This is an optimization exercise on Yosys and OpenROAD, whose aim is small area, a short achievable clock period and few clock cycles, not a production implementation. In this exercise RTL edits were held to simulation tests only and were not proved equivalent to the original. No activity file was given, so power comes from the tool's default toggle rates.

Setup of exp/maple:
// systolic_4x4
module systolic_4x4 (
    input logic go,
    input logic clk,
    input logic reset,
    output logic done,
    output logic [4:0] t0_addr0,
    input logic [31:0] t0_read_data,
    output logic [4:0] t1_addr0,
    input logic [31:0] t1_read_data,
    output logic [4:0] t2_addr0,
    input logic [31:0] t2_read_data,
    output logic [4:0] t3_addr0,
    input logic [31:0] t3_read_data,
    output logic [4:0] l0_addr0,
    input logic [31:0] l0_read_data,
    output logic [4:0] l1_addr0,
    input logic [31:0] l1_read_data,
    output logic [4:0] l2_addr0,
    input logic [31:0] l2_read_data,
    output logic [4:0] l3_addr0,
    input logic [31:0] l3_read_data,
    output logic [4:0] out_mem_addr0,
    output logic [4:0] out_mem_addr1,
    output logic [31:0] out_mem_write_data,
    output logic out_mem_write_en
);
clock: 10.0 ns
lec_check: 0
abc_area: 1
cap_margin: 20
core_margin: 2
core_utilization: 50
place_density: 0.6
slew_margin: 20
standard.sh (not shown) runs the stock make flow with config.mk's settings and CLKGATE_MAP_FILE= SYNTH_SCRIPT=/design/flow/synth_recipe.tcl, a recipe that flattens the netlist after the stock synthesis.
==> flow/flow/run.sh <==
#!/bin/bash
# The standard layout, with timing repair aiming for a setup slack of
# MARGIN ns at the design's clock period (so the repair works on paths the
# 10 ns constraint alone would leave untouched).
set -euo pipefail
MARGIN=6.5
bash standard.sh SETUP_SLACK_MARGIN=$MARGIN finish > standard_finish.log 2>&1
Testbench counts of exp/maple, summed over its fixed seeds: cycles 3,408.
Setup changes, exp/maple to exp/raven
Settings: PLACE_DENSITY changed from 0.6 to 0.72; CORE_UTILIZATION changed from 50 to 65.
--- outcome ---
exp/raven finished end to end and its layout was clean on timing, DRC and antenna.
Compared with exp/maple, exp/raven shows a lower layout-stage area growth over the synthesis result.
Diff exp/maple -> exp/raven: clock transition time at the flip-flop clock pins of the worst setup and hold paths barely changed; logic gate share of total power climbed 1.3 points; clock period minus worst slack climbed 110 ps; first-pass GRT wire length dropped 5.9%; detailed-placement wirelength estimate dropped 30 mm.
The run showing the greater arrival time of data at the critical path endpoint is exp/raven.
exp/raven: overall die height is about 12% lower than what exp/maple reported.
In the final design statistics, exp/raven uses fewer standard cells in total than exp/maple.
From exp/maple to exp/raven the numbers moved as follows: slack of the critical path decreased by 110 ps relative to the old numbers; power dissipated in sequential cells now sits lower.
> inputs changed (exp/raven -> exp/xenon)
Settings: putting CTS_CLUSTER_SIZE at 20 where nothing was set; swapping 65 for 50 in CORE_UTILIZATION; putting CTS_CLUSTER_DIAMETER at 100 where nothing was set; swapping 0.72 for 0.6 in PLACE_DENSITY.
==> flow/flow/run.sh <==
#!/bin/bash
# The standard layout, with timing repair aiming for a setup slack of
# MARGIN ns at the design's clock period (so the repair works on paths the
# 10 ns constraint alone would leave untouched), and the port buffers made
# with buf_2 cells.
set -euo pipefail
MARGIN=6.7
bash standard.sh SETUP_SLACK_MARGIN=$MARGIN \
  "BUFFER_PORTS_ARGS=-buffer_cell sky130_fd_sc_hd__buf_2" finish > standard_finish.log 2>&1
Notes after the runs:
- exp/xenon ran to completion and came out clean on the timing, design-rule and antenna checks.
- [compare] base=exp/raven new=exp/xenon: final critical-path setup slack +270 ps, number of tap cells added at floorplan +28%.
- Placed wire-length estimate after detailed placement went up by more than 10% going from exp/raven to exp/xenon.
- In the metrics for exp/raven and exp/xenon, the one carrying the lower overall global routing resource usage is exp/xenon.
- From exp/raven to exp/xenon the numbers moved as follows: global routing met3 resource utilization shows a reduction of 7.4 points, wire length of the first global-routing pass shows an increase of about 4%, remaining antenna violation count shows no meaningful change, area added between synthesis and finish shows a reduction of 1.7 points.
- Measured against each other, exp/raven and exp/xenon differ in cell area, the higher figure coming from exp/raven.
- The power reported for exp/xenon is smaller than that of exp/raven by about 6%.


Setup of nickel:
systolic_4x4, a different RTL version from the one above (not shown whole).
Size in the first run: ~8500 cells after synthesis, ~340 I/O pins, ~77000 um^2 of cells after synthesis.
export LEC_CHECK = 0
export ABC_AREA = 1
export CAP_MARGIN = 20
export CORE_MARGIN = 2
export CORE_UTILIZATION = 50
export CTS_CLUSTER_DIAMETER = 100
export CTS_CLUSTER_SIZE = 20
export PLACE_DENSITY = 0.6
export SLEW_MARGIN = 20
create_clock -name core_clock -period 10.0 [get_ports {clk}]
==> flow/flow/run.sh <==
#!/bin/bash
# The standard layout, with timing repair aiming for a setup slack of
# MARGIN ns at the design's clock period (so the repair works on paths the
# 10 ns constraint alone would leave untouched), and the port buffers made
# with buf_2 cells.
set -euo pipefail
MARGIN=6.75
bash standard.sh SETUP_SLACK_MARGIN=$MARGIN \
  "BUFFER_PORTS_ARGS=-buffer_cell sky130_fd_sc_hd__buf_2" finish > standard_finish.log 2>&1
Testbench counts of nickel, summed over its fixed seeds: cycles 3,456.
Input changes introduced in juniper (baseline for comparison: nickel):
-- flow/flow/run.sh --
<<< nickel, line 5
# with buf_2 cells.
set -euo pipefail
MARGIN=6.75
bash standard.sh SETUP_SLACK_MARGIN=$MARGIN \
  "BUFFER_PORTS_ARGS=-buffer_cell sky130_fd_sc_hd__buf_2" finish > standard_finish.log 2>&1
>>> juniper, line 5
# with buf_2 cells.
set -euo pipefail
MARGIN=6.9
bash standard.sh SETUP_SLACK_MARGIN=$MARGIN \
  "BUFFER_PORTS_ARGS=-buffer_cell sky130_fd_sc_hd__buf_2" finish > standard_finish.log 2>&1
Findings:
- In summary, juniper completed successfully, with a layout that passed the timing, design-rule and antenna checks.
- nickel ended with every stage complete and zero timing, DRC or antenna violations.
- In the final reports, the cell area of juniper is larger than that of nickel.
- Wire length on met1 of juniper exceeds that of nickel slightly.
- Cmp nickel and juniper / combinational group power / higher: juniper
- juniper vs nickel: count of buffers not belonging to the clock network in the layout up by more than 10%
- Comparing nickel and juniper, total length of routed met2 wires is lower on nickel.
- The core outline area of nickel and that of juniper are within noise of each other.
- nickel -> juniper: hold slack flat
- Looking at via total after detailed routing, juniper sits above nickel.
- Global-route wire length before repair ends up lower on nickel.
Inputs modified between juniper and delta:
-- flow/flow/run.sh --
<<< juniper, line 5
# with buf_2 cells.
set -euo pipefail
MARGIN=6.9
bash standard.sh SETUP_SLACK_MARGIN=$MARGIN \
  "BUFFER_PORTS_ARGS=-buffer_cell sky130_fd_sc_hd__buf_2" finish > standard_finish.log 2>&1
>>> delta, line 5
# with buf_2 cells.
set -euo pipefail
MARGIN=6.6
bash standard.sh SETUP_SLACK_MARGIN=$MARGIN \
  "BUFFER_PORTS_ARGS=-buffer_cell sky130_fd_sc_hd__buf_2" finish > standard_finish.log 2>&1
Of the two values seen for kind of critical path, reg2reg was produced by delta and reg2out by juniper.
From juniper to delta the numbers moved as follows: count of placed standard cells in the final layout, fillers left out went down; via count went down; total power went down; sequential portion of the cell area went up.
delta has time the worst path needs with I/O delays and setup above what juniper had.
Average wire length per cell after detail routing is higher on juniper
Comparing juniper against delta, there is no change at all in number of flip-flops and latches.
Global-route wire length before repair in delta vs juniper: down 0.86%
Changes observed in delta relative to juniper: fraction of the cycle the final worst path needs increased 1.4 points; final cell utilization of the core decreased 1.8 points.

-- separate check: timing with driven ports --
No port has a modelled driver above. Below, the same layouts with a new extraction and two added sets of constraints. Step 1: set_driving_cell puts a clkbuf_16 on clk and a buf_2 on each other input, an assumption about the parent block. Step 2 adds t to the input delays and takes it off the output delays; t is the mean of the earliest and latest rising clock arrival at the registers after step 1. Input paths then give back, and output paths get back, about the clock's delay inside the block. Three values: ideal, step 1, step 2; two values: the first two.
| run | t (ns) | setup slack, ns | hold slack, ns |
|---|---|---|---|
| exp/maple | 0.858 | 6.533 / 6.458 / 6.021 | 0.354 / 0.354 / 0.354 |
| exp/raven | 0.840 | 6.422 / 6.421 / 5.946 | 0.384 / 0.384 / 0.384 |
| exp/xenon | 0.790 | 6.691 / 6.638 / 6.195 | 0.357 / 0.357 / 0.357 |
| nickel | 0.809 | 6.706 / 6.612 / 6.197 | 0.343 / 0.343 / 0.343 |
| juniper | 0.811 | 6.710 / 6.617 / 6.365 | 0.343 / 0.343 / 0.343 |
| delta | 0.811 | 6.571 / 6.534 / 6.154 | 0.349 / 0.349 / 0.349 |
After both steps setup and hold are still met in every run listed. For exp/maple, which loses most, drivers alone change the setup slack by -0.075 ns; drivers and shift together by -0.512 ns.
